From an optimization exercise on the open Yosys and OpenROAD flow, aimed at small area; shortcuts taken in it are not production practice.
Function was checked by simulation only, so behaviour that the tests miss may differ from the original.
No activity file was given, so power comes from the tool's default toggle rates.

===== design/flow/config.mk =====
export PLATFORM = sky130hd
export DESIGN_NAME = I2C_controller
export DESIGN_NICKNAME = I2C_controller
export VERILOG_FILES = /design/flow/design.v
export SDC_FILE = /design/flow/constraint.sdc
export NUM_CORES = 4
export LEC_CHECK = 0
export CAP_MARGIN = 20
export CORE_MARGIN = 2
export CORE_UTILIZATION = 40
export SLEW_MARGIN = 20

===== design/flow/constraint.sdc =====
create_clock -name core_clock -period 10.0 [get_ports {clk}]
set_input_delay 2.0000 -clock core_clock [delete_from_list [all_inputs] [get_ports {clk}]]
set_output_delay 2.0000 -clock core_clock [all_outputs]
set_load 0.01 [all_outputs]

===== design/flow/design.v =====
module reset_generator (
    input clk,
    input rst_n,
    output reg rst_sync_n   
);
    reg rst_reg;
    always @(posedge clk or negedge rst_n) begin
        if (!rst_n) begin
            rst_reg <= 1'b0;
        end
        else begin
            rst_reg <= 1'b1;
        end
    end
    always @(posedge clk or negedge rst_n) begin
        if (!rst_n) begin
            rst_sync_n <= 1'b0;
        end
        else begin
            rst_sync_n <= rst_reg;
        end
    end
endmodule
module scl_generator (
    input clk,
    input rst_n,
    input scl_en,
    input scl_wait,   
    input [7:0] scl_div,   
    output reg scl_stretched,   
    input scl_i,
    output reg scl_o
);
    reg [8:0] scl_cnt;
    always @(posedge clk or negedge rst_n) begin
        if (!rst_n) begin
            scl_cnt <= 9'b0;
        end
        else if (!scl_en) begin   
            scl_cnt <= 9'b0;
        end
        else if (scl_wait || scl_stretched) begin   
            scl_cnt <= scl_cnt;
        end
        else if (scl_cnt == {1'b0, scl_div}) begin   
            scl_cnt <= 9'h100;
        end
        else if (scl_cnt == {1'b1, scl_div}) begin   
            scl_cnt <= 9'b0;
        end
        else begin
            scl_cnt <= scl_cnt + 1;
        end
    end
    always @(*) begin
        scl_o = ~scl_cnt[8];
    end
    always @(posedge clk or negedge rst_n) begin
        if (!rst_n) begin
            scl_stretched <= 1'b0;
        end
        else if (scl_o != scl_i) begin
            scl_stretched <= 1'b1;
        end
        else begin
            scl_stretched <= 1'b0;
        end
    end
endmodule
module I2C_read (
    input clk,
    input rst_n,
    input rd_en,   
    input is_byte,   
    output reg rd_ld,   
    output reg data_o,   
    output reg get_start,   
    output reg get_stop,   
    output reg bus_err,   
    output reg rd_finish,   
    input scl_i,   
    input sda_i   
);
    reg scl_last, scl_fall;
    always @(posedge clk or negedge rst_n) begin
        if (!rst_n) begin
            scl_last <= 1'b1;
        end
        else begin
            scl_last <= scl_i;
        end
    end
    always @(*) begin
        scl_fall = rd_en && scl_last && (~scl_i);
    end
    reg sda_last;
    always @(posedge clk or negedge rst_n) begin
        if (!rst_n) begin
            sda_last <= 1'b1;
        end
        else begin
            sda_last <= sda_i;
        end
    end
    always @(*) begin
        get_start = rd_en && scl_i && sda_last && (~sda_i);
        get_stop  = rd_en && scl_i && (~sda_last) && sda_i;
    end
    reg [2:0] bit_cnt;
    always @(posedge clk or negedge rst_n) begin
        if (!rst_n) begin
            bit_cnt <= 3'b000;
        end
        else if (!rd_en) begin   
            bit_cnt <= 3'b000;
        end
        else if (scl_fall) begin   
            if (!is_byte) begin   
                bit_cnt <= 3'b000;
            end
            else begin   
                if (bit_cnt == 3'b111) begin
                    bit_cnt <= 3'b000;
                end
                else begin
                    bit_cnt <= bit_cnt + 1;
                end
            end
        end
        else begin
            bit_cnt <= bit_cnt;
        end
    end
    always @(posedge clk or negedge rst_n) begin
        if (!rst_n) begin
            data_o <= 1'b0;
        end
        else if (rd_en && scl_i) begin
            data_o <= sda_i;
        end
        else begin
            data_o <= data_o;
        end
    end
    always @(*) begin
        rd_ld = rd_en && scl_fall;
    end
    always @(*) begin
        if (!rd_en) begin   
            bus_err = 1'b0;
        end
        else if (get_start || get_stop) begin
            if (is_byte && (bit_cnt == 3'b000)) begin
                bus_err = 1'b0;
            end
            else begin
                bus_err = 1'b1;
            end
        end
        else begin
            bus_err = 1'b0;
        end
    end
    always @(posedge clk or negedge rst_n) begin
        if (!rst_n) begin
            rd_finish <= 1'b0;
        end
        else if (!rd_en) begin   
            rd_finish <= 1'b0;
        end
        else if (!is_byte) begin
            if ((bit_cnt == 3'b000) && scl_fall) begin
                rd_finish <= 1'b1;
            end
            else begin
                rd_finish <= 1'b0;
            end
        end
        else begin
            if ((bit_cnt == 3'b111) && scl_fall) begin
                rd_finish <= 1'b1;
            end
            else begin
                rd_finish <= 1'b0;
            end
        end
    end
endmodule
module I2C_write (
    input clk,
    input rst_n,
    input wr_en,   
    input is_data,   
    input is_byte,   
    output reg wr_ld,   
    input command_i,   
    input data_i,   
    output reg data_o,   
    output reg get_start,   
    output reg get_stop,   
    output reg bus_err,   
    output reg wr_err,   
    output reg wr_finish,   
    input scl_i,   
    input sda_i,   
    output reg sda_o
);
    reg scl_last, scl_fall, scl_rise;
    always @(posedge clk or negedge rst_n) begin
        if (!rst_n) begin
            scl_last <= 1'b1;
        end
        else begin
            scl_last <= scl_i;
        end
    end
    always @(*) begin
        scl_fall = wr_en && scl_last && (~scl_i);
        scl_rise = wr_en && (~scl_last) && scl_i;
    end
    reg sda_last;
    always @(posedge clk or negedge rst_n) begin
        if (!rst_n) begin
            sda_last <= 1'b1;
        end
        else begin
            sda_last <= sda_i;
        end
    end
    always @(*) begin
        get_start = wr_en && scl_i && sda_last && (~sda_i);
        get_stop  = wr_en && scl_i && (~sda_last) && sda_i;
    end
    reg [2:0] bit_cnt;
    always @(posedge clk or negedge rst_n) begin
        if (!rst_n) begin
            bit_cnt <= 3'b000;
        end
        else if (!wr_en) begin   
            bit_cnt <= 3'b000;
        end
        else if (scl_fall) begin   
            if (is_data && is_byte) begin   
                if (bit_cnt == 3'b111) begin
                    bit_cnt <= 3'b000;
                end
                else begin
                    bit_cnt <= bit_cnt + 1;
                end
            end
            else begin   
                bit_cnt <= 3'b000;
            end
        end
        else begin
            bit_cnt <= bit_cnt;
        end
    end
    always @(posedge clk or negedge rst_n) begin
        if (!rst_n) begin
            sda_o <= 1'b1;
        end
        else if (!wr_en) begin
            sda_o <= 1'b1;
        end
        else if (!scl_i) begin
            if (is_data) begin   
                sda_o <= data_i;
            end
            else begin   
                if (command_i) begin   
                    sda_o <= 1'b1;
                end
                else begin   
                    sda_o <= 1'b0;
                end
            end
        end
        else begin
            if (is_data) begin
                sda_o <= sda_o;
            end
            else begin
                if (command_i) begin   
                    sda_o <= 1'b0;
                end
                else begin   
                    sda_o <= 1'b1;
                end
            end
        end
    end
    reg data_i_reg;
    always @(posedge clk or negedge rst_n) begin
        if (!rst_n) begin
            data_i_reg <= 1'b0;
        end
        else if (wr_ld) begin
            data_i_reg <= data_i;
        end
        else begin
            data_i_reg <= data_i_reg;
        end
    end
    always @(posedge clk or negedge rst_n) begin
        if (!rst_n) begin
            data_o <= 1'b0;
        end
        else if (wr_en && is_data && scl_i) begin
            data_o <= sda_i;
        end
        else begin
            data_o <= data_o;
        end
    end
    always @(*) begin
        wr_ld = wr_en && scl_rise;
    end
    always @(*) begin
        bus_err = wr_en && is_data && (get_start || get_stop);
    end
    always @(posedge clk or negedge rst_n) begin
        if (!rst_n) begin
            wr_err <= 1'b0;
        end
        else if (!wr_en) begin   
            wr_err <= 1'b0;
        end
        else if (is_data && scl_fall && (data_o != data_i_reg)) begin
            wr_err <= 1'b1;
        end
        else begin
            wr_err <= wr_err;
        end
    end
    always @(posedge clk or negedge rst_n) begin
        if (!rst_n) begin
            wr_finish <= 1'b0;
        end
        else if (!wr_en) begin   
            wr_finish <= 1'b0;
        end
        else if (is_data && is_byte) begin
            if ((bit_cnt == 3'b111) && scl_fall) begin
                wr_finish <= 1'b1;
            end
            else begin
                wr_finish <= 1'b0;
            end
        end
        else begin
            if ((bit_cnt == 3'b000) && scl_fall) begin
                wr_finish <= 1'b1;
            end
            else begin
                wr_finish <= 1'b0;
            end
        end
    end
endmodule
module I2C_slave (
    input clk,
    input rst_n,
    input slave_en,
    input rd_clr,   
    input wr_rdy,   
    output reg rd_reg_full,   
    output reg wr_reg_empty,   
    input [6:0] local_addr,   
    input [7:0] byte_wr_i,   
    output reg [7:0] byte_rd_o,   
    output reg addr_match,   
    output reg trans_dir,   
    output reg get_nack,   
    output reg trans_stop,   
    output reg bus_err,   
    output reg byte_wait,   
    input scl_i,   
    output reg scl_o,
    input sda_i,   
    output sda_o
);
    reg rd_en, rd_is_byte;
    wire rd_ld, rd_data_o, rd_get_start, rd_get_stop, rd_bus_err, rd_finish;
    I2C_read U_slave_read (
        .clk      (clk),
        .rst_n    (rst_n),
        .rd_en    (rd_en),
        .is_byte  (rd_is_byte),
        .rd_ld    (rd_ld),
        .data_o   (rd_data_o),
        .get_start(rd_get_start),
        .get_stop (rd_get_stop),
        .bus_err  (rd_bus_err),
        .rd_finish(rd_finish),
        .scl_i    (scl_i),
        .sda_i    (sda_i)
    );
    reg wr_en, wr_is_byte, wr_data_i;
    wire wr_ld, wr_data_o, wr_get_start, wr_get_stop, wr_bus_err, wr_err, wr_finish;
    I2C_write U_slave_write (
        .clk      (clk),
        .rst_n    (rst_n),
        .wr_en    (wr_en),
        .is_data  (1'b1),
        .is_byte  (wr_is_byte),
        .wr_ld    (wr_ld),
        .command_i(1'b0),
        .data_i   (wr_data_i),
        .data_o   (wr_data_o),
        .get_start(wr_get_start),
        .get_stop (wr_get_stop),
        .bus_err  (wr_bus_err),
        .wr_err   (wr_err),
        .wr_finish(wr_finish),
        .scl_i    (scl_i),
        .sda_i    (sda_i),
        .sda_o    (sda_o)
    );
    reg scl_last, scl_fall;
    always @(posedge clk or negedge rst_n) begin
        if (!rst_n) begin
            scl_last <= 1'b1;
        end
        else begin
            scl_last <= scl_i;
        end
    end
    always @(*) begin
        scl_fall = slave_en && scl_last && (~scl_i);
    end
    reg sda_last, get_start, get_stop;
    always @(posedge clk or negedge rst_n) begin
        if (!rst_n) begin
            sda_last <= 1'b1;
        end
        else begin
            sda_last <= sda_i;
        end
    end
    always @(*) begin
        get_start = slave_en && scl_i && sda_last && (~sda_i);
        get_stop  = slave_en && scl_i && (~sda_last) && sda_i;
    end
    reg [7:0] rd_shifter, wr_shifter;
    reg rd_copy;
    always @(posedge clk or negedge rst_n) begin
        if (!rst_n) begin
            rd_reg_full <= 1'b0;
            rd_shifter  <= 8'b0;
            byte_rd_o   <= 8'b0;
        end
        else if (!slave_en) begin
            rd_reg_full <= 1'b0;
            rd_shifter  <= 8'b0;
            byte_rd_o   <= 8'b0;
        end
        else if (rd_copy) begin   
            rd_reg_full <= 1'b1;
            rd_shifter  <= rd_shifter;
            byte_rd_o   <= rd_shifter;
        end
        else if (rd_clr) begin   
            rd_reg_full <= 1'b0;
            rd_shifter  <= rd_shifter;
            byte_rd_o   <= byte_rd_o;
        end
        else if (rd_ld) begin
            rd_shifter <= {rd_shifter[6:0], rd_data_o};
        end
        else begin
            rd_reg_full <= rd_reg_full;
            rd_shifter  <= rd_shifter;
            byte_rd_o   <= byte_rd_o;
        end
    end
    reg [7:0] byte_wr_reg;
    reg       wr_copy;
    always @(posedge clk or negedge rst_n) begin
        if (!rst_n) begin
            wr_reg_empty <= 1'b1;
            wr_shifter   <= 8'b0;
            byte_wr_reg  <= 8'b0;
        end
        else if ((~slave_en) || get_start || get_stop) begin
            wr_reg_empty <= 1'b1;
            wr_shifter   <= 8'b0;
            byte_wr_reg  <= 8'b0;
        end
        else if (wr_rdy) begin   
            wr_reg_empty <= 1'b0;
            wr_shifter   <= wr_shifter;
            byte_wr_reg  <= byte_wr_i;
        end
        else if (wr_copy) begin   
            wr_reg_empty <= 1'b1;
            wr_shifter   <= byte_wr_reg;
            byte_wr_reg  <= byte_wr_reg;
        end
        else if (wr_ld) begin
            wr_shifter <= {wr_shifter[6:0], 1'b0};
        end
        else begin
            wr_reg_empty <= wr_reg_empty;
            wr_shifter   <= wr_shifter;
            byte_wr_reg  <= byte_wr_reg;
        end
    end
    always @(*) begin
        if (wr_is_byte) begin
            wr_data_i = wr_shifter[7];
        end
        else begin
            wr_data_i = 1'b0;   
        end
    end
    parameter IDLE = 10'h000;
    parameter START = 10'h001;
    parameter ADDRESS = 10'h002;
    parameter ADDRESS_ACK = 10'h004;
    parameter READ_DATA = 10'h008;
    parameter WRITE_ACK = 10'h010;
    parameter WAIT_READ = 10'h020;
    parameter WAIT_WRITE = 10'h040;
    parameter WRITE_DATA = 10'h080;
    parameter CHECK_ACK = 10'h100;
    parameter WAIT_STOP = 10'h200;
    reg [9:0] state_next;
    reg [9:0] state_current;
    always @(posedge clk or negedge rst_n) begin
        if (!rst_n) begin
            state_current <= IDLE;
        end
        else begin
            state_current <= state_next;
        end
    end
    always @(*) begin
        case (state_current)
            IDLE: begin
                if (slave_en && get_start) begin
                    state_next = START;
                end
                else begin
                    state_next = IDLE;
                end
            end
            START: begin
                if (get_start) begin
                    state_next = START;
                end
                else if (get_stop) begin
                    state_next = IDLE;
                end
                else if (scl_fall) begin
                    state_next = ADDRESS;
                end
                else begin
                    state_next = START;
                end
            end
            ADDRESS: begin
                if (rd_get_start) begin
                    state_next = START;
                end
                else if (rd_get_stop) begin
                    state_next = IDLE;
                end
                else if (!rd_finish) begin
                    state_next = ADDRESS;
                end
                else if (addr_match) begin
                    state_next = ADDRESS_ACK;
                end
                else begin
                    state_next = WAIT_STOP;
                end
            end
            ADDRESS_ACK: begin
                if (!wr_finish) begin
                    state_next = ADDRESS_ACK;
                end
                else if (trans_dir) begin
                    state_next = WAIT_WRITE;
                end
                else begin
                    state_next = READ_DATA;
                end
            end
            READ_DATA: begin
                if (rd_get_start) begin
                    state_next = START;
                end
                else if (rd_get_stop) begin
                    state_next = IDLE;
                end
                else if (!rd_finish) begin
                    state_next = READ_DATA;
                end
                else begin
                    state_next = WRITE_ACK;
                end
            end
            WRITE_ACK: begin   
                if (!wr_finish) begin
                    state_next = WRITE_ACK;
                end
                else if (!rd_reg_full) begin
                    state_next = READ_DATA;
                end
                else begin
                    state_next = WAIT_READ;
                end
            end
            WAIT_READ: begin   
                if (!rd_reg_full) begin
                    state_next = READ_DATA;
                end
                else begin
                    state_next = WAIT_READ;
                end
            end
            WAIT_WRITE: begin   
                if (!wr_reg_empty) begin
                    state_next = WRITE_DATA;
                end
                else begin
                    state_next = WAIT_WRITE;
                end
            end
            WRITE_DATA: begin   
                if (wr_get_start) begin
                    state_next = START;
                end
                else if (wr_get_stop) begin
                    state_next = IDLE;
                end
                else if (!wr_finish) begin
                    state_next = WRITE_DATA;
                end
                else begin
                    state_next = CHECK_ACK;
                end
            end
            CHECK_ACK: begin
                if (rd_get_start) begin
                    state_next = START;
                end
                else if (rd_get_stop) begin
                    state_next = IDLE;
                end
                else if (!rd_finish) begin
                    state_next = CHECK_ACK;
                end
                else if (get_nack) begin
                    state_next = WAIT_STOP;
                end
                else if (!wr_reg_empty) begin
                    state_next = WRITE_DATA;
                end
                else begin
                    state_next = WAIT_WRITE;
                end
            end
            WAIT_STOP: begin
                if (get_stop) begin
                    state_next = IDLE;
                end
                else begin
                    state_next = WAIT_STOP;
                end
            end
            default: begin
                state_next = IDLE;
            end
        endcase
    end
    always @(*) begin
        case (state_current)
            IDLE, START, WAIT_READ, WAIT_WRITE, WAIT_STOP: begin
                {rd_en, rd_is_byte, wr_en, wr_is_byte} = 4'b00_00;
            end
            ADDRESS, READ_DATA: begin
                {rd_en, rd_is_byte, wr_en, wr_is_byte} = 4'b11_00;
            end
            ADDRESS_ACK, WRITE_ACK: begin
                {rd_en, rd_is_byte, wr_en, wr_is_byte} = 4'b00_10;
            end
            WRITE_DATA: begin
                {rd_en, rd_is_byte, wr_en, wr_is_byte} = 4'b00_11;
            end
            CHECK_ACK: begin
                {rd_en, rd_is_byte, wr_en, wr_is_byte} = 4'b10_00;
            end
            default: begin
                {rd_en, rd_is_byte, wr_en, wr_is_byte} = 4'b00_00;
            end
        endcase
    end
    always @(*) begin
        if (((state_current == WRITE_ACK) && wr_finish)
            || (state_current == WAIT_READ)) begin
            if (!rd_reg_full) begin
                rd_copy = 1'b1;
            end
            else begin
                rd_copy = 1'b0;
            end
        end
        else begin
            rd_copy = 1'b0;
        end
    end
    always @(*) begin
        if (((state_current == CHECK_ACK) && rd_finish && (~get_nack))
            || (state_current == WAIT_WRITE)) begin
            if (!wr_reg_empty) begin
                wr_copy = 1'b1;
            end
            else begin
                wr_copy = 1'b0;
            end
        end
        else begin
            wr_copy = 1'b0;
        end
    end
    always @(*) begin
        if (state_current == ADDRESS) begin
            if (rd_shifter[7:1] == local_addr) begin
                addr_match = 1'b1;
            end
            else begin
                addr_match = 1'b0;
            end
        end
        else begin
            addr_match = 1'b0;
        end
    end
    always @(posedge clk or negedge rst_n) begin
        if (!rst_n) begin
            trans_dir <= 1'b0;
        end
        else if ((~slave_en) || get_start || get_stop) begin
            trans_dir <= 1'b0;
        end
        else if (addr_match) begin
            trans_dir <= rd_shifter[0];
        end
        else begin
            trans_dir <= trans_dir;
        end
    end
    always @(*) begin
        if ((state_current == CHECK_ACK) && rd_finish) begin
            if (rd_shifter[0]) begin
                get_nack = 1'b1;
            end
            else begin
                get_nack = 1'b0;
            end
        end
        else begin
            get_nack = 1'b0;
        end
    end
    always @(*) begin
        trans_stop = get_stop;
    end
    always @(*) begin
        bus_err = wr_bus_err || rd_bus_err;
    end
    always @(*) begin
        if ((state_current == WAIT_READ) || (state_current == WAIT_WRITE)) begin
            byte_wait = 1'b1;
        end
        else begin
            byte_wait = 1'b0;
        end
    end
    always @(*) begin
        if ((state_current == WAIT_READ) || (state_current == WAIT_WRITE)) begin
            scl_o = 1'b0;
        end
        else begin
            scl_o = 1'b1;
        end
    end
endmodule
module I2C_master (
    input clk,
    input rst_n,
    input master_en,
    input [7:0] scl_div,   
    input start_trans,   
    input stop_trans,   
    input rd_clr,   
    input wr_rdy,   
    output reg rd_reg_full,   
    output reg wr_reg_empty,   
    input [7:0] byte_wr_i,   
    output reg [7:0] byte_rd_o,   
    output reg trans_start,   
    output reg addr_match,   
    output reg trans_dir,   
    output reg get_nack,   
    output reg trans_stop,   
    output reg bus_err,   
    output reg byte_wait,   
    output reg arbit_fail,   
    input scl_i,   
    output scl_o,
    input sda_i,   
    output sda_o
);
    reg scl_en, scl_wait;
    wire scl_stretched;
    scl_generator U_master_scl (
        .clk          (clk),
        .rst_n        (rst_n),
        .scl_en       (scl_en),
        .scl_wait     (scl_wait),
        .scl_div      (scl_div),
        .scl_stretched(scl_stretched),
        .scl_i        (scl_i),
        .scl_o        (scl_o)
    );
    reg rd_en, rd_is_byte;
    wire rd_ld, rd_data_o, rd_get_start, rd_get_stop, rd_bus_err, rd_finish;
    I2C_read U_master_read (
        .clk      (clk),
        .rst_n    (rst_n),
        .rd_en    (rd_en),
        .is_byte  (rd_is_byte),
        .rd_ld    (rd_ld),
        .data_o   (rd_data_o),
        .get_start(rd_get_start),
        .get_stop (rd_get_stop),
        .bus_err  (rd_bus_err),
        .rd_finish(rd_finish),
        .scl_i    (scl_i),
        .sda_i    (sda_i)
    );
    reg wr_en, wr_is_data, wr_is_byte, wr_data_i, wr_command_i;
    wire wr_ld, wr_data_o, wr_get_start, wr_get_stop, wr_bus_err, wr_err, wr_finish;
    I2C_write U_master_write (
        .clk      (clk),
        .rst_n    (rst_n),
        .wr_en    (wr_en),
        .is_data  (wr_is_data),
        .is_byte  (wr_is_byte),
        .wr_ld    (wr_ld),
        .command_i(wr_command_i),
        .data_i   (wr_data_i),
        .data_o   (wr_data_o),
        .get_start(wr_get_start),
        .get_stop (wr_get_stop),
        .bus_err  (wr_bus_err),
        .wr_err   (wr_err),
        .wr_finish(wr_finish),
        .scl_i    (scl_i),
        .sda_i    (sda_i),
        .sda_o    (sda_o)
    );
    reg [7:0] rd_shifter, wr_shifter;
    reg rd_copy;
    always @(posedge clk or negedge rst_n) begin
        if (!rst_n) begin
            rd_reg_full <= 1'b0;
            rd_shifter  <= 8'b0;
            byte_rd_o   <= 8'b0;
        end
        else if (!master_en) begin
            rd_reg_full <= 1'b0;
            rd_shifter  <= 8'b0;
            byte_rd_o   <= 8'b0;
        end
        else if (rd_copy) begin   
            rd_reg_full <= 1'b1;
            rd_shifter  <= rd_shifter;
            byte_rd_o   <= rd_shifter;
        end
        else if (rd_clr) begin   
            rd_reg_full <= 1'b0;
            rd_shifter  <= rd_shifter;
            byte_rd_o   <= byte_rd_o;
        end
        else if (rd_ld) begin
            rd_shifter <= {rd_shifter[6:0], rd_data_o};
        end
        else begin
            rd_reg_full <= rd_reg_full;
            rd_shifter  <= rd_shifter;
            byte_rd_o   <= byte_rd_o;
        end
    end
    reg [7:0] byte_wr_reg;
    reg       wr_copy;
    always @(posedge clk or negedge rst_n) begin
        if (!rst_n) begin
            wr_reg_empty <= 1'b1;
            wr_shifter   <= 8'b0;
            byte_wr_reg  <= 8'b0;
        end
        else if ((~master_en) || trans_start || trans_stop) begin
            wr_reg_empty <= 1'b1;
            wr_shifter   <= 8'b0;
            byte_wr_reg  <= 8'b0;
        end
        else if (wr_rdy) begin   
            wr_reg_empty <= 1'b0;
            wr_shifter   <= wr_shifter;
            byte_wr_reg  <= byte_wr_i;
        end
        else if (wr_copy) begin   
            wr_reg_empty <= 1'b1;
            wr_shifter   <= byte_wr_reg;
            byte_wr_reg  <= byte_wr_reg;
        end
        else if (wr_ld) begin
            wr_shifter <= {wr_shifter[6:0], 1'b0};
        end
        else begin
            wr_reg_empty <= wr_reg_empty;
            wr_shifter   <= wr_shifter;
            byte_wr_reg  <= byte_wr_reg;
        end
    end
    reg wr_bit;
    always @(*) begin
        if (wr_is_byte) begin
            wr_data_i = wr_shifter[7];
        end
        else begin
            wr_data_i = wr_bit;
        end
    end
    parameter IDLE = 14'h0000;
    parameter START = 14'h0001;
    parameter WAIT_ADDRESS = 14'h0002;
    parameter LOAD_ADDRESS = 14'h0004;
    parameter ADDRESS = 14'h0008;
    parameter ADDRESS_ACK = 14'h0010;
    parameter READ_DATA = 14'h0020;
    parameter WRITE_ACK = 14'h0040;
    parameter WRITE_NACK = 14'h0080;
    parameter WAIT_READ = 14'h0100;
    parameter WAIT_WRITE = 14'h0200;
    parameter WRITE_DATA = 14'h0400;
    parameter CHECK_ACK = 14'h0800;
    parameter WAIT = 14'h1000;
    parameter STOP = 14'h2000;
    reg [13:0] state_next;
    reg [13:0] state_current;
    always @(posedge clk or negedge rst_n) begin
        if (!rst_n) begin
            state_current <= IDLE;
        end
        else begin
            state_current <= state_next;
        end
    end
    always @(*) begin
        case (state_current)
            IDLE: begin
                if (master_en) begin
                    state_next = START;
                end
                else begin
                    state_next = IDLE;
                end
            end
            START: begin
                if (!wr_finish) begin
                    state_next = START;
                end
                else begin
                    state_next = WAIT_ADDRESS;
                end
            end
            WAIT_ADDRESS: begin   
                if (!wr_reg_empty) begin
                    state_next = LOAD_ADDRESS;
                end
                else begin
                    state_next = WAIT_ADDRESS;
                end
            end
            LOAD_ADDRESS: begin
                state_next = ADDRESS;
            end
            ADDRESS: begin
                if (wr_bus_err || wr_err) begin   
                    state_next = IDLE;
                end
                else if (!wr_finish) begin
                    state_next = ADDRESS;
                end
                else begin
                    state_next = ADDRESS_ACK;
                end
            end
            ADDRESS_ACK: begin
                if (rd_bus_err) begin
                    state_next = IDLE;
                end
                else if (!rd_finish) begin
                    state_next = ADDRESS_ACK;
                end
                else if (get_nack) begin
                    state_next = WAIT;
                end
                else if (trans_dir) begin
                    state_next = READ_DATA;
                end
                else begin
                    state_next = WAIT_WRITE;
                end
            end
            READ_DATA: begin
                if (rd_bus_err) begin
                    state_next = IDLE;
                end
                else if (!rd_finish) begin
                    state_next = READ_DATA;
                end
                else if (start_trans || stop_trans) begin
                    state_next = WRITE_NACK;
                end
                else begin
                    state_next = WRITE_ACK;
                end
            end
            WRITE_ACK: begin   
                if (!wr_finish) begin
                    state_next = WRITE_ACK;
                end
                else if (!rd_reg_full) begin
                    state_next = READ_DATA;
                end
                else begin
                    state_next = WAIT_READ;
                end
            end
            WRITE_NACK: begin
                if (!wr_finish) begin
                    state_next = WRITE_NACK;
                end
                else if (start_trans) begin
                    state_next = START;
                end
                else if (stop_trans) begin
                    state_next = STOP;
                end
                else begin
                    state_next = WAIT;
                end
            end
            WAIT_READ: begin   
                if (!rd_reg_full) begin
                    state_next = READ_DATA;
                end
                else begin
                    state_next = WAIT_READ;
                end
            end
            WAIT_WRITE: begin   
                if (start_trans) begin
                    state_next = START;
                end
                else if (stop_trans) begin
                    state_next = STOP;
                end
                else if (!wr_reg_empty) begin
                    state_next = WRITE_DATA;
                end
                else begin
                    state_next = WAIT_WRITE;
                end
            end
            WRITE_DATA: begin
                if (wr_bus_err || wr_err) begin   
                    state_next = IDLE;
                end
                else if (!wr_finish) begin
                    state_next = WRITE_DATA;
                end
                else begin
                    state_next = CHECK_ACK;
                end
            end
            CHECK_ACK: begin
                if (rd_bus_err) begin
                    state_next = IDLE;
                end
                else if (!rd_finish) begin
                    state_next = CHECK_ACK;
                end
                else if (get_nack) begin
                    state_next = WAIT;
                end
                else if (!wr_reg_empty) begin
                    state_next = WRITE_DATA;
                end
                else begin
                    state_next = WAIT_WRITE;
                end
            end
            WAIT: begin
                if (start_trans) begin
                    state_next = START;
                end
                else if (stop_trans) begin
                    state_next = STOP;
                end
                else begin
                    state_next = WAIT;
                end
            end
            STOP: begin
                if (!wr_finish) begin
                    state_next = STOP;
                end
                else begin
                    state_next = IDLE;
                end
            end
            default: begin
                state_next = IDLE;
            end
        endcase
    end
    always @(*) begin
        case (state_current)
            IDLE, WAIT_ADDRESS, LOAD_ADDRESS, WAIT_READ, WAIT_WRITE, WAIT: begin
                {rd_en, rd_is_byte, wr_en, wr_is_data, wr_is_byte} = 5'b00_000;
                wr_command_i = 1'b0;
                wr_bit = 1'b0;
            end
            START: begin
                {rd_en, rd_is_byte, wr_en, wr_is_data, wr_is_byte} = 5'b00_100;
                wr_command_i = 1'b1;
                wr_bit = 1'b0;
            end
            ADDRESS, WRITE_DATA: begin
                {rd_en, rd_is_byte, wr_en, wr_is_data, wr_is_byte} = 5'b00_111;
                wr_command_i = 1'b0;
                wr_bit = 1'b0;
            end
            ADDRESS_ACK, CHECK_ACK: begin
                {rd_en, rd_is_byte, wr_en, wr_is_data, wr_is_byte} = 5'b10_000;
                wr_command_i = 1'b0;
                wr_bit = 1'b0;
            end
            READ_DATA: begin
                {rd_en, rd_is_byte, wr_en, wr_is_data, wr_is_byte} = 5'b11_000;
                wr_command_i = 1'b0;
                wr_bit = 1'b0;
            end
            WRITE_ACK: begin
                {rd_en, rd_is_byte, wr_en, wr_is_data, wr_is_byte} = 5'b00_110;
                wr_command_i = 1'b0;
                wr_bit = 1'b0;
            end
            WRITE_NACK: begin
                {rd_en, rd_is_byte, wr_en, wr_is_data, wr_is_byte} = 5'b00_110;
                wr_command_i = 1'b0;
                wr_bit = 1'b1;
            end
            STOP: begin
                {rd_en, rd_is_byte, wr_en, wr_is_data, wr_is_byte} = 5'b00_100;
                wr_command_i = 1'b0;
                wr_bit = 1'b0;
            end
            default: begin
                {rd_en, rd_is_byte, wr_en, wr_is_data, wr_is_byte} = 5'b00_000;
                wr_command_i = 1'b0;
                wr_bit = 1'b0;
            end
        endcase
    end
    always @(*) begin
        if (((state_current == WRITE_ACK) && wr_finish)
            || (state_current == WAIT_READ)) begin
            if (!rd_reg_full) begin
                rd_copy = 1'b1;
            end
            else begin
                rd_copy = 1'b0;
            end
        end
        else begin
            rd_copy = 1'b0;
        end
    end
    always @(*) begin
        if (((state_current == CHECK_ACK) && rd_finish && (~get_nack))
            || (state_current == WAIT_WRITE)
            || (state_current == WAIT_ADDRESS)) begin
            if (!wr_reg_empty) begin
                wr_copy = 1'b1;
            end
            else begin
                wr_copy = 1'b0;
            end
        end
        else if (state_current == LOAD_ADDRESS) begin
            wr_copy = 1'b1;
        end
        else begin
            wr_copy = 1'b0;
        end
    end
    always @(*) begin
        if ((state_current == START) && wr_finish) begin
            trans_start = 1'b1;
        end
        else begin
            trans_start = 1'b0;
        end
    end
    always @(*) begin
        if ((state_current == ADDRESS_ACK) && rd_finish && (~get_nack)) begin
            addr_match = 1'b1;
        end
        else begin
            addr_match = 1'b0;
        end
    end
    always @(posedge clk or negedge rst_n) begin
        if (!rst_n) begin
            trans_dir <= 1'b0;
        end
        else if ((~master_en) || trans_start || trans_stop) begin
            trans_dir <= 1'b0;
        end
        else if (state_current == LOAD_ADDRESS) begin
            trans_dir <= wr_shifter[0];
        end
        else begin
            trans_dir <= trans_dir;
        end
    end
    always @(*) begin
        if (((state_current == CHECK_ACK) || (state_current == ADDRESS_ACK))
            && rd_finish) begin
            if (rd_shifter[0]) begin
                get_nack = 1'b1;
            end
            else begin
                get_nack = 1'b0;
            end
        end
        else begin
            get_nack = 1'b0;
        end
    end
    always @(*) begin
        if ((state_current == STOP) && wr_finish) begin
            trans_stop = 1'b1;
        end
        else begin
            trans_stop = 1'b0;
        end
    end
    always @(*) begin
        bus_err = wr_bus_err || rd_bus_err;
    end
    always @(*) begin
        if ((state_current == WAIT_READ)
        || (state_current == WAIT_WRITE)
        || (state_current == WAIT_ADDRESS)) begin
            byte_wait = 1'b1;
        end
        else begin
            byte_wait = 1'b0;
        end
    end
    always @(posedge clk or negedge rst_n) begin
        if (!rst_n) begin
            arbit_fail <= 1'b0;
        end
        else if (!master_en) begin   
            arbit_fail <= 1'b0;
        end
        else if (wr_err) begin
            arbit_fail <= 1'b1;
        end
        else begin
            arbit_fail <= arbit_fail;
        end
    end
    always @(*) begin
        scl_en = master_en;
    end
    always @(*) begin
        if ((state_current == WAIT_READ)
        || (state_current == WAIT_WRITE)
        || (state_current == WAIT_ADDRESS)
        || (state_current == LOAD_ADDRESS)) begin
            scl_wait = 1'b1;
        end
        else begin
            scl_wait = 1'b0;
        end
    end
endmodule
module I2C_controller (
    input clk,
    input rst_n,
    input enable,
    input [7:0] set_scl_div,   
    output reg [7:0] scl_div,   
    input start_trans,   
    input stop_trans,   
    input rd_clr,   
    input wr_rdy,   
    output reg rd_reg_full,   
    output reg wr_reg_empty,   
    input [6:0] set_local_addr,
    output reg [6:0] local_addr,
    input [7:0] byte_wr_i,   
    output reg [7:0] byte_rd_o,   
    output reg bus_busy,   
    output reg is_master,   
    output reg trans_start,   
    output reg addr_match,   
    output reg trans_dir,   
    output reg get_nack,   
    output reg bus_err,   
    output reg byte_wait,   
    output reg arbit_fail,   
    output reg trans_stop,   
    input scl_i,
    output reg scl_o,
    input sda_i,
    output reg sda_o
);
    wire rst_sync_n;
    reset_generator U_reset (
        .clk       (clk),
        .rst_n     (rst_n),
        .rst_sync_n(rst_sync_n)
    );
    reg        slave_en;
    wire [7:0] s_byte_rd_o;
    wire s_rd_reg_full, s_wr_reg_empty;
    wire s_addr_match, s_trans_dir, s_get_nack, s_trans_stop, s_bus_err, s_byte_wait;
    wire s_scl_o, s_sda_o;
    I2C_slave U_slave (
        .clk         (clk),
        .rst_n       (rst_sync_n),
        .slave_en    (slave_en),
        .rd_clr      (rd_clr),
        .wr_rdy      (wr_rdy),
        .rd_reg_full (s_rd_reg_full),
        .wr_reg_empty(s_wr_reg_empty),
        .local_addr  (local_addr),
        .byte_wr_i   (byte_wr_i),
        .byte_rd_o   (s_byte_rd_o),
        .addr_match  (s_addr_match),
        .trans_dir   (s_trans_dir),
        .get_nack    (s_get_nack),
        .trans_stop  (s_trans_stop),
        .bus_err     (s_bus_err),
        .byte_wait   (s_byte_wait),
        .scl_i       (scl_i),
        .scl_o       (s_scl_o),
        .sda_i       (sda_i),
        .sda_o       (s_sda_o)
    );
    reg        master_en;
    wire [7:0] m_byte_rd_o;
    wire m_rd_reg_full, m_wr_reg_empty;
    wire m_trans_start, m_addr_match, m_trans_dir, m_get_nack, m_trans_stop, m_bus_err,
         m_byte_wait, m_arbit_fail;
    wire m_scl_o, m_sda_o;
    I2C_master u_master (
        .clk         (clk),
        .rst_n       (rst_sync_n),
        .master_en   (master_en),
        .scl_div     (scl_div),
        .start_trans (start_trans),
        .stop_trans  (stop_trans),
        .rd_clr      (rd_clr),
        .wr_rdy      (wr_rdy),
        .rd_reg_full (m_rd_reg_full),
        .wr_reg_empty(m_wr_reg_empty),
        .byte_wr_i   (byte_wr_i),
        .byte_rd_o   (m_byte_rd_o),
        .trans_start (m_trans_start),
        .addr_match  (m_addr_match),
        .trans_dir   (m_trans_dir),
        .get_nack    (m_get_nack),
        .trans_stop  (m_trans_stop),
        .bus_err     (m_bus_err),
        .byte_wait   (m_byte_wait),
        .arbit_fail  (m_arbit_fail),
        .scl_i       (scl_i),
        .scl_o       (m_scl_o),
        .sda_i       (sda_i),
        .sda_o       (m_sda_o)
    );
    always @(*) begin
        trans_start = m_trans_start;
        arbit_fail  = m_arbit_fail;
    end
    always @(*) begin
        if (is_master) begin
            byte_rd_o = m_byte_rd_o;
            rd_reg_full = m_rd_reg_full;
            wr_reg_empty = m_wr_reg_empty;
            addr_match = m_addr_match;
            trans_dir = m_trans_dir;
            get_nack = m_get_nack;
            trans_stop = m_trans_stop;
            bus_err = m_bus_err;
            byte_wait = m_byte_wait;
            scl_o = m_scl_o;
            sda_o = m_sda_o;
        end
        else begin
            byte_rd_o = s_byte_rd_o;
            rd_reg_full = s_rd_reg_full;
            wr_reg_empty = s_wr_reg_empty;
            addr_match = s_addr_match;
            trans_dir = s_trans_dir;
            get_nack = s_get_nack;
            trans_stop = s_trans_stop;
            bus_err = s_bus_err;
            byte_wait = s_byte_wait;
            scl_o = s_scl_o;
            sda_o = s_sda_o;
        end
    end
    reg sda_last, get_start, get_stop;
    always @(posedge clk or negedge rst_sync_n) begin
        if (!rst_sync_n) begin
            sda_last <= 1'b1;
        end
        else begin
            sda_last <= sda_i;
        end
    end
    always @(*) begin
        get_start = scl_i && sda_last && (~sda_i);
        get_stop  = scl_i && (~sda_last) && sda_i;
    end
    reg [6:0] addr_reg;
    always @(posedge clk or negedge rst_sync_n) begin
        if (!rst_sync_n) begin
            addr_reg <= 7'b100_1001;
        end
        else begin
            addr_reg <= set_local_addr;
        end
    end
    always @(posedge clk or negedge rst_sync_n) begin
        if (!rst_sync_n) begin
            local_addr <= 7'b100_1001;
        end
        else if (!enable) begin   
            local_addr <= addr_reg;
        end
        else begin
            local_addr <= local_addr;
        end
    end
    reg [7:0] scl_div_reg;
    always @(posedge clk or negedge rst_sync_n) begin
        if (!rst_sync_n) begin
            scl_div_reg <= 7'h01;
        end
        else begin
            scl_div_reg <= set_scl_div;
        end
    end
    always @(posedge clk or negedge rst_sync_n) begin
        if (!rst_sync_n) begin
            scl_div <= 8'h01;
        end
        else if (!enable) begin   
            if (scl_div_reg == 8'b0) begin
                scl_div <= 8'h01;
            end
            else begin
                scl_div <= scl_div_reg;
            end
        end
        else begin
            scl_div <= scl_div;
        end
    end
    parameter IDLE = 2'b00;
    parameter SLAVE = 2'b01;
    parameter MASTER = 2'b10;
    reg [1:0] state_next;
    reg [1:0] state_current;
    always @(posedge clk or negedge rst_sync_n) begin
        if (!rst_sync_n) begin
            state_current <= IDLE;
        end
        else begin
            state_current <= state_next;
        end
    end
    always @(*) begin
        case (state_current)
            IDLE: begin
                if (!enable) begin
                    state_next = IDLE;
                end
                else begin
                    state_next = SLAVE;
                end
            end
            SLAVE: begin
                if (!enable) begin
                    state_next = IDLE;
                end
                else if ((~bus_busy) && start_trans) begin
                    state_next = MASTER;
                end
                else begin
                    state_next = SLAVE;
                end
            end
            MASTER: begin
                if (!enable) begin
                    state_next = IDLE;
                end
                else if (arbit_fail || trans_stop) begin
                    state_next = SLAVE;
                end
                else begin
                    state_next = MASTER;
                end
            end
            default: begin
                state_next = IDLE;
            end
        endcase
    end
    always @(*) begin
        case (state_current)
            IDLE: begin
                {master_en, slave_en} = 2'b00;
            end
            SLAVE: begin
                {master_en, slave_en} = 2'b01;
            end
            MASTER: begin
                {master_en, slave_en} = 2'b10;
            end
            default: begin
                {master_en, slave_en} = 2'b00;
            end
        endcase
    end
    always @(posedge clk or negedge rst_sync_n) begin
        if (!rst_sync_n) begin
            bus_busy <= 1'b0;
        end
        else if (get_start) begin
            bus_busy <= 1'b1;
        end
        else if (get_stop) begin
            bus_busy <= 1'b0;
        end
        else begin
            bus_busy <= bus_busy;
        end
    end
    always @(*) begin
        is_master = master_en;
    end
endmodule

===== design/flow/run.sh =====
#!/bin/bash
# synth_recipe.tcl (not shown) runs the flow's synth.tcl, then flattens the netlist and writes it again
# the make line also repeats each setting of config.mk as NAME=value (left out here)
make -C /OpenROAD-flow-scripts/flow DESIGN_CONFIG=/design/flow/config.mk WORK_HOME=/design/flow/orfs CLKGATE_MAP_FILE= SYNTH_SCRIPT=/design/flow/synth_recipe.tcl finish

==> results of run 1 <==
## per-stage QoR
step	area [µm²]	util	hold slack, ns
after floorplan	8366	-	0.3312
after global placement	9248	0.4541	0.3337
after detailed placement	9248	0.4541	0.3308
after CTS	9859	0.4841	0.3406
after global routing	9859	0.4841	0.3695
final	9859	0.4841	0.3122
## worst reg2reg max path: stages, from the launching register on
cell and delay, ns:
dfrtp_1 0.47, or4_1 0.73, nor4_4 0.40, a32o_1 0.23, nor2b_1 0.61, nand2_1 0.14
a31oi_1 0.19
## power groups by stage
stage	logic, mW	registers [mW]	clock network (mW)
4_1_cts	0.226	0.732	0.681
3_3_place_gp	0.226	0.744	0
6_report	0.228	0.732	0.665
2_1_floorplan	0.161	0.737	0
5_1_grt	0.248	0.737	0.713
3_5_place_dp	0.226	0.744	0
## cell type report
class | instances | area (µm²)
repair buffers | 76 | 740.7
clock buffers | 18 | 439.2
well taps | 270 | 337.8
flip-flops and latches | 165 | 4150
inverters | 19 | 71.32
clock inverters | 14 | 172.7
fillers | 1910 | 10510
multi-input cells | 623 | 3948
## cell families after synthesis
| family | count (synthesis) | synth area share |
|---|---|---|
| AND/OR/NAND/NOR | 350 | 0.2212 |
| AO/OA/AOI/OAI | 181 | 0.1380 |
| flip-flops | 165 | 0.4957 |
| buffers and inverters | 62 | 0.03320 |
| multiplexers | 52 | 0.06476 |
| XOR/XNOR | 26 | 0.02722 |
| adder cells (fa/ha/maj) | 13 | 0.01944 |
| other | 1 | 0.0004483 |
## routing by layer
layer  wire length (µm)  GRT usage  up-vias  share of wire
met5                  0          0        -              0
li1                   -          -     3153              -
met2               9343     0.2850      208           0.43
met3               1030    0.03466       39          0.048
met1              10600     0.3102     3246           0.49
met4                572    0.07714        0          0.027
## worst max-delay path by stage
stage / to / cells after the start
final: bus_err / 6
after floorplan: bus_err / 6
after CTS: bus_err / 6
after detailed placement: bus_err / 6
after global routing: bus_err / 6
after global placement: bus_err / 6
## cells in the final DEF (no fill, tap or decap), drive strengths merged, types with 10 or more instances in the layout
cell type and count:
nand4 13, xor2 11, nor4 15, o21ai 57
mux2 17, nor3 13, inv 28, nor4b 10
nand3 33, a21oi 57, nand2 109, clkbuf 18
clkdlybuf4s50 68, dfrtp 151, mux2i 35, ha 13
nand2b 23, nor2b 15, nor2 72, xnor2 15
dfstp 14
==> results.txt, run 1 <==
post-synthesis cell type count 72; Cell Rows 52; Clk network pwr share 0.409; number of gates resized after cts 0; worst setup margin 3.322 ns; relative slew slack 0.3067; Worst Setup End Kind primary output; area growth from synthesis to layout 17.86%; Pint 1.134 mW; TritonCTS clock tree done; status no timing/DRC/antenna violations; dpl ws 3.324 ns; crit-path max cell delay 0.87 ns; Final period util 0.6678; TritonCTS Sinks 165; Post-synth ARST share 1.000; Net Count, Synth 895; most frequent cell after synthesis dfrtp_1; Root Driver clkbuf_16; number of hold buffers added after CTS 0; Post-synth EDFFs 0; critical path's most frequent cell clkdlybuf4s50_1; final setup violation count 0; fmax 149.7 MHz; CTS Buf Count 17; WL final 21550 µm; VDD IR max 0.0001068 V; IO Port Bufs 68; Synth top cells by count dfrtp_1 (151), nand2_1 (109), nor2_1 (72); Core Region 20360 µm²; die height 148.6 µm; Setup Crit Path Kind primary input to primary output; Cells after DPL 1153; syn avg cell area 9.842 µm²; antenna violations before repair 0; R2R Path Start U_slave.state_current[4]; Overall Power 1.626 mW; top_reg_cell synth dfrtp_1; Post-DRT Antenna Nets 0; Mapped Cells 850; DR iter-0 viols 550; post-synthesis sequential area ratio 0.4957; CTS max path bufs 2; total global-route track usage 0.2024; Worst EP arrival 4.68 ns; via count 6646; DP HPWL 15160 µm; sum of negative setup slack 0 ns; worst min path class flip-flop to async pin; Worst Path Buf+Inv 2; Skew-Pair Late Insertion Delay 0.44 ns; cell area power density 164.9 nW/µm²; YS warnings 7; critical path's top delay family buffers and inverters; final net count 947; Leak 4.287 nW; die area 22090 µm²; total congestion overflow 0; Max Cap Violations 0; Vias/cell 5.608; Switching Fraction 0.3025; critical path required time 8.00 ns; Largest register FFs 16; Final Max Tran Viols 0; ANT cells 0; Final min period 6.678 ns; Yosys top cell area share 0.4517; drt drc 0; # IOs 69; Crit-path slowest cell clkdlybuf4s50_1; Die Wd 148.6 µm; reg2reg end U_slave.wr_shifter[6]; RSZ-0062 raised after global routing no; Max Fanout on Critical Path 18; RePlAce Congestion 0.9081; reg2reg setup slack 7.16 ns; largest net degree at the start of global routing 75; Worst-path clk slew 0.07 ns; Initial Util 0.4108; Routed wire per std cell 18.18 µm; cell accounting for the most synthesized area dfrtp_1; vias in the first global route 6297; Gate power share 0.140; first-pass GRT wire length 34940 µm; post-route insts no fill 1185; Worst setup SP type primary input; crit path cell chain clkdlybuf4s50_1, nand2_1, a211oi_2, a21oi_1, o21ai_0, clkdlybuf4s50_1; sequential share of power 0.450; Final Hold Vio Count 0; Mapped Area 8366 µm²; setup bufs post-CTS 0; most area-consuming cells after synthesis dfrtp_1 (45%), nand2_1 (4.9%), dfstp_2 (4.4%); Yosys reg bits 165; Layout Skew 0.01488 ns; worst reg2reg path depth 6; 1st-pass router iterations 5; worst setup path start scl_i; NetSw 0.4918 mW; fraction of layout cells with a size suffix above 1 0.1071; H-tree levels 4; Worst-Margin Slew 1.038 ns
==> inputs of run 2 (changes only) <==
--- a/design/flow/config.mk
+++ b/design/flow/config.mk
@@ -6,4 +6,5 @@
 export NUM_CORES = 4
 export LEC_CHECK = 0
+export ABC_AREA = 1
 export CAP_MARGIN = 20
 export CORE_MARGIN = 2
==> run 2 against run 1 <==
Effect of this change: sequential share of layout area up 0.21 points; sequential cell count is the same; highest routed layer unchanged; clock power shrank 4.8%; cell count increased by 14%; still clean; synthesized cell count grew 18%; die area is 0.70% lower.
==> results.txt, run 2 <==
status no timing/DRC/antenna violations; met2 wire len 8987 µm (-3.8%); WL final 20030 µm (-7.1%); top_reg_cell synth dfrtp_1; syn avg cell area 8.314 µm² (-16%); 1st-pass router iterations 5 (unchanged); Final min period 6.284 ns (-0.3947 ns); TritonCTS Sinks 165 (unchanged); Routed wire per std cell 14.80 µm (-19%); final net count 1115 (+18%); Worst-path clk slew 0.07 ns (about the same); via count 6742 (+1.4%); post-synthesis cell type count 48 (-33%); Die Wd 148.1 µm (-0.35%); Post-synth ARST share 1.000 (unchanged); IO Port Bufs 68 (unchanged); cell accounting for the most synthesized area dfrtp_1; Worst EP arrival 4.28 ns (-0.40 ns); vias in the first global route 6459 (+2.6%); area growth from synthesis to layout 18.11%; Cells after DPL 1321 (+15%); routed wl met3 903 µm (-12%); Largest register FFs 16 (unchanged); largest net degree at the start of global routing 69 (-8.0%); RSZ-0062 raised after global routing no; Max Used Layer met4; Worst setup SP type primary input; cell area power density 164.0 nW/µm² (-0.53%); Skew-Pair Late Insertion Delay 0.44 ns (about the same); total global-route track usage 0.1906 (-0.01176); Mapped Area 8305 µm² (-0.72%); antenna violations before repair 0 (unchanged); most frequent cell after synthesis nand2_1; Net Count, Synth 1044 (+17%); Root Driver clkbuf_16; RePlAce Congestion 0.8646 (-4.8%); Setup Crit Path Kind primary input to primary output; Synth top cells by count nand2_1 (213), dfrtp_1 (151), inv_1 (148); CTS Buf Count 17 (unchanged); hold slack 0.3519 ns (+0.03970 ns); worst min path class flip-flop to flip-flop; Final Hold Vio Count 0 (unchanged); DRT met1 WL 9972 µm (-5.9%); VDD IR max 0.0001186 V (+11%); total congestion overflow 0 (unchanged); Post-synth EDFFs 0 (unchanged); Final Max Tran Viols 0 (unchanged); Max Cap Violations 0 (unchanged); final setup violation count 0 (unchanged); Worst-Margin Slew 1.016 ns (-0.02201 ns); Leak 4.820 nW (+12%); ANT cells 0 (unchanged); Yosys reg bits 165 (unchanged); Yosys top cell area share 0.4550 (+0.003266); post-synthesis sequential area ratio 0.4992 (+0.003584); most area-consuming cells after synthesis dfrtp_1 (45%), nand2_1 (9.6%), inv_1 (6.7%); most frequent cells in the layout nand2_1 (213), dfrtp_1 (150), inv_1 (148); drt drc 0 (unchanged); CTS max path bufs 2 (unchanged); H-tree levels 4 (unchanged); Initial Util 0.4091 (-0.001642); Mapped Cells 999 (+18%); TritonCTS clock tree done; critical path required time 8.00 ns (about the same); Post-DRT Antenna Nets 0 (unchanged); sum of negative setup slack 0 ns (unchanged); post-route insts no fill 1353 (+14%); DR iter-0 viols 490 (-11%); # IOs 69 (unchanged); DP HPWL 14800 µm (-2.4%); fmax 159.1 MHz (+6.3%); number of hold buffers added after CTS 0 (unchanged); Layout Skew 0.01549 ns (+0.0006142 ns); Core Region 20300 µm² (-0.32%); relative slew slack 0.3206 (+0.01397); die height 148.1 µm (-0.35%); Worst Setup End Kind primary output; commonest non-fill, non-tap cell in the layout nand2_1; YS warnings 7 (unchanged); first-pass GRT wire length 33000 µm (-5.6%); Final period util 0.6284 (-0.03947); number of gates resized after cts 0 (unchanged); die area 21930 µm² (-0.70%); setup bufs post-CTS 0 (unchanged); Cell Rows 52 (unchanged); Max Fanout on Critical Path 11 (-7); fraction of layout cells with a size suffix above 1 0.1071 (about the same); Vias/cell 4.983 (-11%)
-- run 2: cell types whose count changed after synthesis, sizes merged, moves of 15 or more --
cell / before / now
a21oi: 57 / 19
clkbuf: 27 / 6
inv: 19 / 155
mux2i: 35 / 1
nand2: 109 / 229
nand2b: 23 / 0
nand3: 33 / 89
nor2: 72 / 107
nor2b: 15 / 0
o21ai: 57 / 92
o22ai: 2 / 19
-- run 2: cells by family after synthesis --
| kind of cell | Yosys count | synth area share |
|---|---|---|
| multiplexers | 11 | 0.01476 |
| other | 1 | 0.0004515 |
| AND/OR/NAND/NOR | 466 | 0.2606 |
| AO/OA/AOI/OAI | 148 | 0.1009 |
| buffers and inverters | 176 | 0.08436 |
| flip-flops | 165 | 0.4992 |
| XOR/XNOR | 19 | 0.02004 |
| adder cells (fa/ha/maj) | 13 | 0.01958 |
-- run 2: metrics by stage --
step	setup WS (ns)	util	power [mW]	cell area (µm²)
after floorplan	5.071	-	0.8992	8305
after global routing	3.518	0.4832	1.689	9809
final	3.716	0.4832	1.609	9809
after detailed placement	3.742	0.4555	0.9883	9246
after global placement	3.876	0.4555	0.9873	9246
after CTS	3.738	0.4832	1.622	9809
-- run 2: worst paths after layout --
check | slack (ns) | cells past startpoint | to | from
max | 3.72 | 8 | bus_err | scl_i
min | 0.35 | 0 | U_reset.rst_sync_n | U_reset.rst_reg
max reg2reg | 7.44 | 11 | U_slave.wr_shifter[3] | state_current[0]
min reg2reg | 0.35 | 0 | U_reset.rst_sync_n | U_reset.rst_reg
max in group asynchronous | 7.70 | 2 | U_slave.U_slave_read.data_o | U_reset.rst_sync_n
min in group asynchronous | 0.46 | 0 | u_master.wr_shifter[4] | U_reset.rst_sync_n
-- run 2: final cells by class --
class | count | area, µm²
Inverter | 157 | 589.3
Timing Repair Buffer | 71 | 703.2
Fill cell | 2032 | 10490
Tap cell | 270 | 337.8
Clock inverter | 14 | 133.9
Clock buffer | 18 | 429.2
Multi-Input combinational cell | 658 | 3466
Sequential cell | 165 | 4150
-- run 2: critical path, cell delays in order --
cell             delay [ns]
clkdlybuf4s50_1        0.73
nand3_1                0.23
nand2_1                0.25
nand2_1                0.19
o21ai_0                0.20
nand2_1                0.09
inv_1                  0.06
clkdlybuf4s50_1        0.53
-- run 2: metal layers --
layer,up-vias,track usage
met3,15,0.04294
met5,-,0
met2,152,0.2875
met4,0,0.05095
met1,3197,0.2781
li1,3378,-
-- run 2: power breakdown --
group	internal [mW]	total (mW)	switching (mW)
clock network	0.330	0.633	0.303
registers	0.698	0.727	0.0290
logic	0.0827	0.249	0.166
total	1.11	1.61	0.498

port drivers added, routing unchanged:
How much do the figures lean on ideal ports? The routed layouts below were timed once more, with nothing changed but the port constraints.
Step 1, drivers: a clkbuf_16 drives clk and a buf_2 each remaining input, both assumed.
Step 2 times the ports against the registers' clock, not the clock port: input delays grow and output delays shrink by t, the midpoint of the rising clock arrivals with the driver on.
a / b / c = ideal / step 1 / step 2; a / b = the first two.
run | t, ns | slack for setup (ns) | worst setup path after step 2 | latest minus earliest clock arrival (ns) | worst slew at a driven data input, ns
run 1 | 0.473 | 3.322 / 3.296 / 3.296 | input to output | 0.016 / 0.015 | 0.06
run 2 | 0.474 | 3.716 / 3.691 / 3.691 | input to output | 0.017 / 0.017 | 0.05
After both steps every run listed still meets setup and hold. The setup slack of run 1, which loses most, moves by -0.026 ns with the drivers and by -0.026 ns with both steps.
